This is an optimization exercise on Yosys and OpenROAD, whose aim is small area, not a production implementation. In this exercise RTL edits were held to simulation tests only and were not proved equivalent to the original. Power figures rest on the tool's default switching activity, not on a simulated workload.

File: flow/config.mk
export PLATFORM = sky130hd
export DESIGN_NAME = mips
export DESIGN_NICKNAME = mips
export VERILOG_FILES = /design/flow/design.v
export SDC_FILE = /design/flow/constraint.sdc
export NUM_CORES = 4
export LEC_CHECK = 0
export ABC_AREA = 1
export CAP_MARGIN = 20
export CORE_MARGIN = 2
export CORE_UTILIZATION = 40
export SLEW_MARGIN = 20
File: flow/constraint.sdc
create_clock -name core_clock -period 20.0 [get_ports {clk}]
set_input_delay 4.0000 -clock core_clock [delete_from_list [all_inputs] [get_ports {clk}]]
set_output_delay 4.0000 -clock core_clock [all_outputs]
set_load 0.01 [all_outputs]
File: flow/design.v
module sign_extender (
input logic [4:0] instr,
output logic [15:0] instr_out
);
assign instr_out = {{11{instr[4]}}, instr};
endmodule
module alu (
	input  logic [15:0] a,
	input  logic [15:0] b,
	input  logic [3:0]  op,
	output logic [15:0] result,
	output logic        zero,
	output logic        neg,
	output logic        grt,
	output logic        eq);
logic        arith;
logic [3:0]  tt;
logic [15:0] p, sum;
logic [16:0] c;
assign arith = (op[3:1] == 3'd0);
always_comb begin
	case (op[2:0])
		3'd0: tt = 4'b0110;    
		3'd1: tt = 4'b1001;    
		3'd2: tt = 4'b0111;    
		3'd3: tt = 4'b0001;    
		3'd4: tt = 4'b1001;    
		3'd5: tt = 4'b1000;    
		3'd6: tt = 4'b1110;    
		default: tt = 4'b0110;  
	endcase
	c[0] = arith & op[0];
	for (int i = 0; i < 16; i++) begin
		p[i]   = tt[{a[i], b[i]}];
		c[i+1] = p[i] ? c[i] : (a[i] & arith);
		sum[i] = p[i] ^ c[i];
	end
end
logic [16:0] g;
assign g[0] = 1'b0;
always_comb
	for (int i = 0; i < 16; i++) begin
		if (i == 15) g[i+1] = (~a[i] & b[i]) | (~a[i] & g[i]) | (b[i] & g[i]);
		else         g[i+1] = (a[i] & ~b[i]) | (a[i] & g[i]) | (~b[i] & g[i]);
	end
assign grt = g[16];
logic        big, right, fill;
logic [15:0] x, y, yr;
logic [31:0] xs;
assign big   = |b[15:4];
assign right = op[0];              
assign fill  = op[1] & op[0] & a[15];
always_comb
	for (int i = 0; i < 16; i++) x[i] = right ? a[15-i] : a[i];
assign xs = {x, {16{fill}}} << b[3:0];
assign y  = big ? {16{fill}} : xs[31:16];
always_comb
	for (int i = 0; i < 16; i++) yr[i] = y[15-i];
always_comb
	case (op)
		4'd0, 4'd1, 4'd2, 4'd3, 4'd4, 4'd5, 4'd6, 4'd7: result = sum;
		4'd8, 4'd10: result = y;
		4'd9, 4'd11: result = yr;
		4'd12: result = {b[7:0], 8'h00};
		4'd13: result = {8'h00, b[7:0]};
		4'd14: result = 16'd0;
		default: result = 16'd1;
	endcase
assign zero = (result == 16'd0);
assign neg  = result[15];
assign eq   = (a == b);
endmodule
module cu (
	input  logic [5:0] op,
	input  logic [5:0] func,
	output logic [3:0] alu_op,
	output logic       alu_a_sel,
	output logic       rf_we);
assign alu_op    = func[3:0];
assign alu_a_sel = (func[5:2] == 4'b0010);
assign rf_we     = (op == 6'd0) && (func != 6'd14);
endmodule
module rf (
	input  logic        clk,
	input  logic        asyn_n_rst,
	input  logic        we,
	input  logic [4:0]  rs1,
	input  logic [4:0]  rs2,
	input  logic [4:0]  rd,
	input  logic [15:0] data_in,
	input  logic        a_sel,
	input  logic [15:0] imm,
	output logic [15:0] Qs1,
	output logic [15:0] Qs2);
logic [31:0][15:0] register;
logic [31:0]       valid;
logic [31:0]       wsel;
always_comb
	for (int i = 0; i < 32; i++)
		wsel[i] = we && (rd == i);
always_ff @(posedge clk, negedge asyn_n_rst)
	if (~asyn_n_rst)
		valid <= '0;
	else
		valid <= valid | wsel;
always_ff @(posedge clk)
	for (int i = 0; i < 32; i++)
		if (wsel[i])
			register[i] <= data_in;
logic [32:0]       s1, s2;
logic [32:0][15:0] d1, d2;
always_comb begin
	for (int i = 0; i < 32; i++) begin
		s1[i] = !a_sel && valid[i] && (rs1 == i);
		s2[i] = valid[i] && (rs2 == i);
		d1[i] = register[i];
		d2[i] = register[i];
	end
	s1[32] = a_sel;
	d1[32] = imm;
	s2[32] = 1'b0;
	d2[32] = '0;
end
logic [1:0][32:0]       sp;
logic [1:0][32:0][15:0] dp;
logic [1:0][15:0]       q;
assign sp = {s2, s1};
assign dp = {d2, d1};
for (genvar p = 0; p < 2; p++) begin : port
	logic [175:0] g;
	logic [47:0]  h;
	for (genvar k = 0; k < 11; k++) begin : grp
		assign g[16*k +: 16] = ~((dp[p][3*k]   & {16{sp[p][3*k]}}) |
		                         (dp[p][3*k+1] & {16{sp[p][3*k+1]}}) |
		                         (dp[p][3*k+2] & {16{sp[p][3*k+2]}}));
	end
	assign h[15:0]  = ~(g[15:0]    & g[31:16]   & g[47:32]   & g[63:48]);
	assign h[31:16] = ~(g[79:64]   & g[95:80]   & g[111:96]  & g[127:112]);
	assign h[47:32] = ~(g[143:128] & g[159:144] & g[175:160]);
	assign q[p] = h[15:0] | h[31:16] | h[47:32];
end
assign Qs1 = q[0];
assign Qs2 = q[1];
endmodule
module mips (
	input  logic [31:0] instr,
	input  logic        clk,
	input  logic        asyn_n_rst,
	output logic [15:0] result,
	output logic        zero,
	output logic        neg,
	output logic        grt,
	output logic        eq);
logic [15:0] a, b, imm;
logic [3:0]  alu_op;
logic        alu_a_sel, rf_we;
cu CU0 (.op(instr[31:26]), .func(instr[5:0]), .alu_op(alu_op), .alu_a_sel(alu_a_sel), .rf_we(rf_we));
sign_extender SE1 (.instr(instr[10:6]), .instr_out(imm));
rf RF0 (
	.clk(clk), .asyn_n_rst(asyn_n_rst), .we(rf_we),
	.rs1(instr[25:21]), .rs2(instr[20:16]), .rd(instr[15:11]),
	.data_in(result), .a_sel(alu_a_sel), .imm(imm),
	.Qs1(a), .Qs2(b));
alu ALU0 (.a(a), .b(b), .op(alu_op), .result(result), .zero(zero), .neg(neg), .grt(grt), .eq(eq));
endmodule
File: flow/run.sh
#!/bin/bash
# synth_recipe.tcl (not shown) runs the flow's synth.tcl, then flattens the netlist and writes it again
# the make line also repeats each setting of config.mk as NAME=value (left out here)
make -C /OpenROAD-flow-scripts/flow DESIGN_CONFIG=/design/flow/config.mk WORK_HOME=/design/flow/orfs CLKGATE_MAP_FILE= SYNTH_SCRIPT=/design/flow/synth_recipe.tcl finish
==> run_results.csv <==
group,metric,value,unit
run_status,outcome,"complete, no violations",
route,routed.top_layer,"met4",
power_and_ir_drop,p_switching,0.768,mW
route,dr.first_iter.drc_count,4512,
route,wl_met2,56900,um
critical_path,endpoint,"result[14]",
logic_synthesis,synthTopCellsByArea,"edfxtp_1 (54%), nand2_1 (13%), nor2_1 (4.9%)",
cts,clk_path_buf_depth,3,
timing,setup_violations,0,
logic_synthesis,syn_nets,3345,
critical_path,crit_slowest_cell,"nor2_1",
cells_and_area,layout-drive-gt1-share,9.37,%
cts,cts_inserted_buffers,59,
critical_path,crit_buf_inv,4,
die,die_y,272,um
critical_path,worstPathRequired,16.00,ns
critical_path,startpoint,"instr[3]",
route,drcViolationCount,0,
critical_path,start_kind,"input pin",
logic_synthesis,yosysSeqAreaShare,56.4,%
grt,antenna_found_initial,5,
cells_and_area,layout.nets,3449,
power_and_ir_drop,pwr-share-comb,12.5,%
grt,grt_pass1_vias,24900,
cells_and_area,area_growth,14.2,%
timing,worst_pin_slew,1.20,ns
timing,fin_setup_tns,0,ns
timing,post-route-min-period,15.04,ns
cts,cts_setup_buffers,0,
die,rows,98,
placed_design,dpl.hpwl,99500,um
timing,timing.hold.ws,0.479,ns
route,drt_pass1_iterations,7,
power_and_ir_drop,power.density,87.1,nW/um2
cts,clk_latency,0.67,ns
cts,path_clk_slew,0.06,ns
critical_path,crit_fanout,46,
critical_path,worst-endpoint-arrival,11.04,ns
critical_path,path_depth,31,
placed_design,io_buffers,53,
critical_path,cpPeakStageDelay,0.94,ns
power_and_ir_drop,power.static_leakage,13.7,nW
cts,cts_max_level,2,
placed_design,placedInstanceArea,30600,um2
route,finalWirelength,132000,um
timing,fmax,0.0665,GHz
timing,finalHoldViolCount,0,
grt,grt_pass1_wl,183000,um
die,pin_count,54,
route,vias,26300,
power_and_ir_drop,peakVddDrop,0.0000680,V
logic_synthesis,syn_area,28700,um2
cells_and_area,stdcell_area,32700,um2
timing,rsz0062_at_grt,"no",
route,ant_nets,0,
logic_synthesis,synth_top_area_share,53.7,%
route,viasPerCell,5.96,
power_and_ir_drop,swShare,26.9,%
logic_synthesis,synth_warnings,2,
worst_hold_path,hold_class,"reg -> reg",
grt,grt_use_total,35.2,%
cts,cts_tree,"yes",
power_and_ir_drop,pwr-share-clk,41.7,%
timing,max_slew_margin,20.0,%
route,wl_met1,49300,um
critical_path,reg2reg_slack,14.07,ns
die,start_util,40.2,%
cells_and_area,mostFrequentLayoutCell,"nand2_1",
critical_path,r2r_end,"RF0.register[462]$_DFFE_PP_",
logic_synthesis,yosysTopAreaCell,"edfxtp_1",
cts,clk_root_buffer_cell,"clkbuf_16",
critical_path,reg2reg_from,"RF0.valid[12]$_DFF_PN0_",
logic_synthesis,synth.distinct_cells,49,
critical_path,reg2reg_depth,31,
placed_design,gp_congestion,1.05,
cells_and_area,most-common-layout-cells,"nand2_1 (1007), edfxtp_1 (512), inv_1 (366), nor2_1 (341), nand3_1 (259)",
cts,cts_resized,0,
power_and_ir_drop,p_int,2.08,mW
cts,cts_hold_buf,0,
route,wire_per_inst,30.1,um
critical_path,crit_family,"simple AND/OR/NAND/NOR gates",
timing,finalCritPeriodShare,75.2,%
logic_synthesis,syn_area_per_cell,8.70,um2
cts,clock_sinks,544,
worst_hold_path,min_from,"RF0.valid[7]$_DFF_PN0_",
die,fp.dieW,272,um
logic_synthesis,ys_ff_latch,544,
grt,grt-ovfl-total,0,
timing,drv_slew,0,
logic_synthesis,synth_cells,3295,
die,core_region_area,71200,um2
flow_run,maxCapViolCount,0,
critical_path,critPathCaptureType,"primary output",
timing,skew,0.0350,ns
critical_path,path_class,"in -> out",
grt,grt_max_degree,47,
power_and_ir_drop,seqPwrFrac,45.8,%
route,dr_wl_met3,15500,um
die,die_area,73800,um2
## flip-flops by register name, summed over array words and instances (netlist names)
register      flops
RF0.register    512
RF0.valid        32
## cell type report
cell class | count | area [um2]
Clock buffer | 70 | 1590
Timing Repair Buffer | 115 | 998
Sequential cell | 544 | 16200
Inverter | 416 | 1560
Clock inverter | 41 | 515
Antenna cell | 4 | 10.0
Tap cell | 950 | 1190
Multi-Input combinational cell | 2263 | 10700
Fill cell | 6931 | 38500
## power groups by stage
stage               sequential [mW]  clock [mW]  combinational, mW
global placement               1.33           0              0.347
detailed placement             1.33           0              0.347
CTS                            1.30        1.19              0.348
global route                   1.30        1.23              0.383
finish                         1.30        1.19              0.357
floorplan                      1.33           0              0.192
## synthesized netlist by cell type, drive strengths merged
| cell | n |
|---|---|
| o2111ai | 17 |
| or2 | 17 |
| a21oi | 62 |
| nand3b | 12 |
| edfxtp | 512 |
| nor2 | 382 |
| o21a | 1 |
| o21ai | 160 |
| o2111a | 1 |
| nand3 | 281 |
| nand2b | 1 |
| inv | 414 |
| a221oi | 9 |
| nor3 | 17 |
| or4 | 1 |
| o22ai | 83 |
| and2 | 3 |
| clkbuf | 22 |
| a32o | 1 |
| nor4 | 19 |
| a211oi | 10 |
| a2111oi | 1 |
| dfrtp | 32 |
| o211ai | 27 |
| a21o | 1 |
| buf | 50 |
| ha | 16 |
| a22o | 29 |
| clkinv | 2 |
| nand4 | 62 |
| o2bb2ai | 2 |
| a22oi | 9 |
| nand2 | 1031 |
| a31oi | 8 |
## kinds of logic after synthesis
kind of cell               after synthesis  synth area share, %
AOI/OAI and AO/OA                      421                 8.98
and+or+nand+nor                       1826                 27.1
buffers and inverters                  488                 6.74
adders and majority gates               16                0.699
DFF                                    544                 56.4
## worst reg2reg max path: cells and delay by family, from the launching register on
kind,cells,cell delay (ns)
simple gates,27,4.31
buf+inv,2,0.58
flops,1,0.36
compound gates,2,0.31
## how the worst min path moves through the flow
stage | end | slack (ns) | cells past startpoint
finish | RF0.valid[7]$_DFF_PN0_ | 0.48 | 2
global route | RF0.valid[7]$_DFF_PN0_ | 0.49 | 2
CTS | RF0.valid[7]$_DFF_PN0_ | 0.48 | 2
detailed placement | RF0.valid[7]$_DFF_PN0_ | 0.47 | 2
global placement | RF0.valid[8]$_DFF_PN0_ | 0.46 | 2
floorplan | RF0.valid[12]$_DFF_PN0_ | 0.44 | 2
## per-stage QoR
stage	std cells	total power [mW]	utilization [%]	setup WS, ns
3_3_place_gp	4284	1.68	42.9	5.09
2_1_floorplan	3295	1.52	-	8.26
4_1_cts	4396	2.84	45.9	5.05
3_5_place_dp	4285	1.68	42.9	5.08
5_1_grt	4399	2.92	45.9	4.61
6_report	4403	2.85	45.9	4.96
## routing by layer
metal  vias to the layer above  track usage, %
li1                      11400               -
met1                     12500            45.6
met2                      1957            53.4
met3                       414            6.96
met4                         0            23.7
met5                         -           0.193

## afterwards: timing with drivers on the ports
Ports are ideal in the flow. The routed layout listed here was re-timed in OpenROAD. Step 1: set_driving_cell puts a clkbuf_16 on clk and a buf_2 on each other input, an assumption about the parent block. Step 2 moves the port delays by t, midway between the first and last clock arrival at a register: inputs arrive t later, outputs are due t later. That takes back most of the time a late clock gives input paths. a / b / c = ideal ports / drivers / drivers and shift; a / b = the first two.
shift t [ns]: 0.712
setup slack, ns: 4.959 / 4.935 / 4.935
hold WS [ns]: 0.479 / 0.479 / 0.479
latest minus earliest clock arrival (ns): 0.035 / 0.036
slew at the worst register clock pin (ns): 0.07 / 0.07
After both steps setup and hold are still met in this run. The setup slack of this run moves by -0.024 ns with the drivers and by -0.024 ns with both steps.
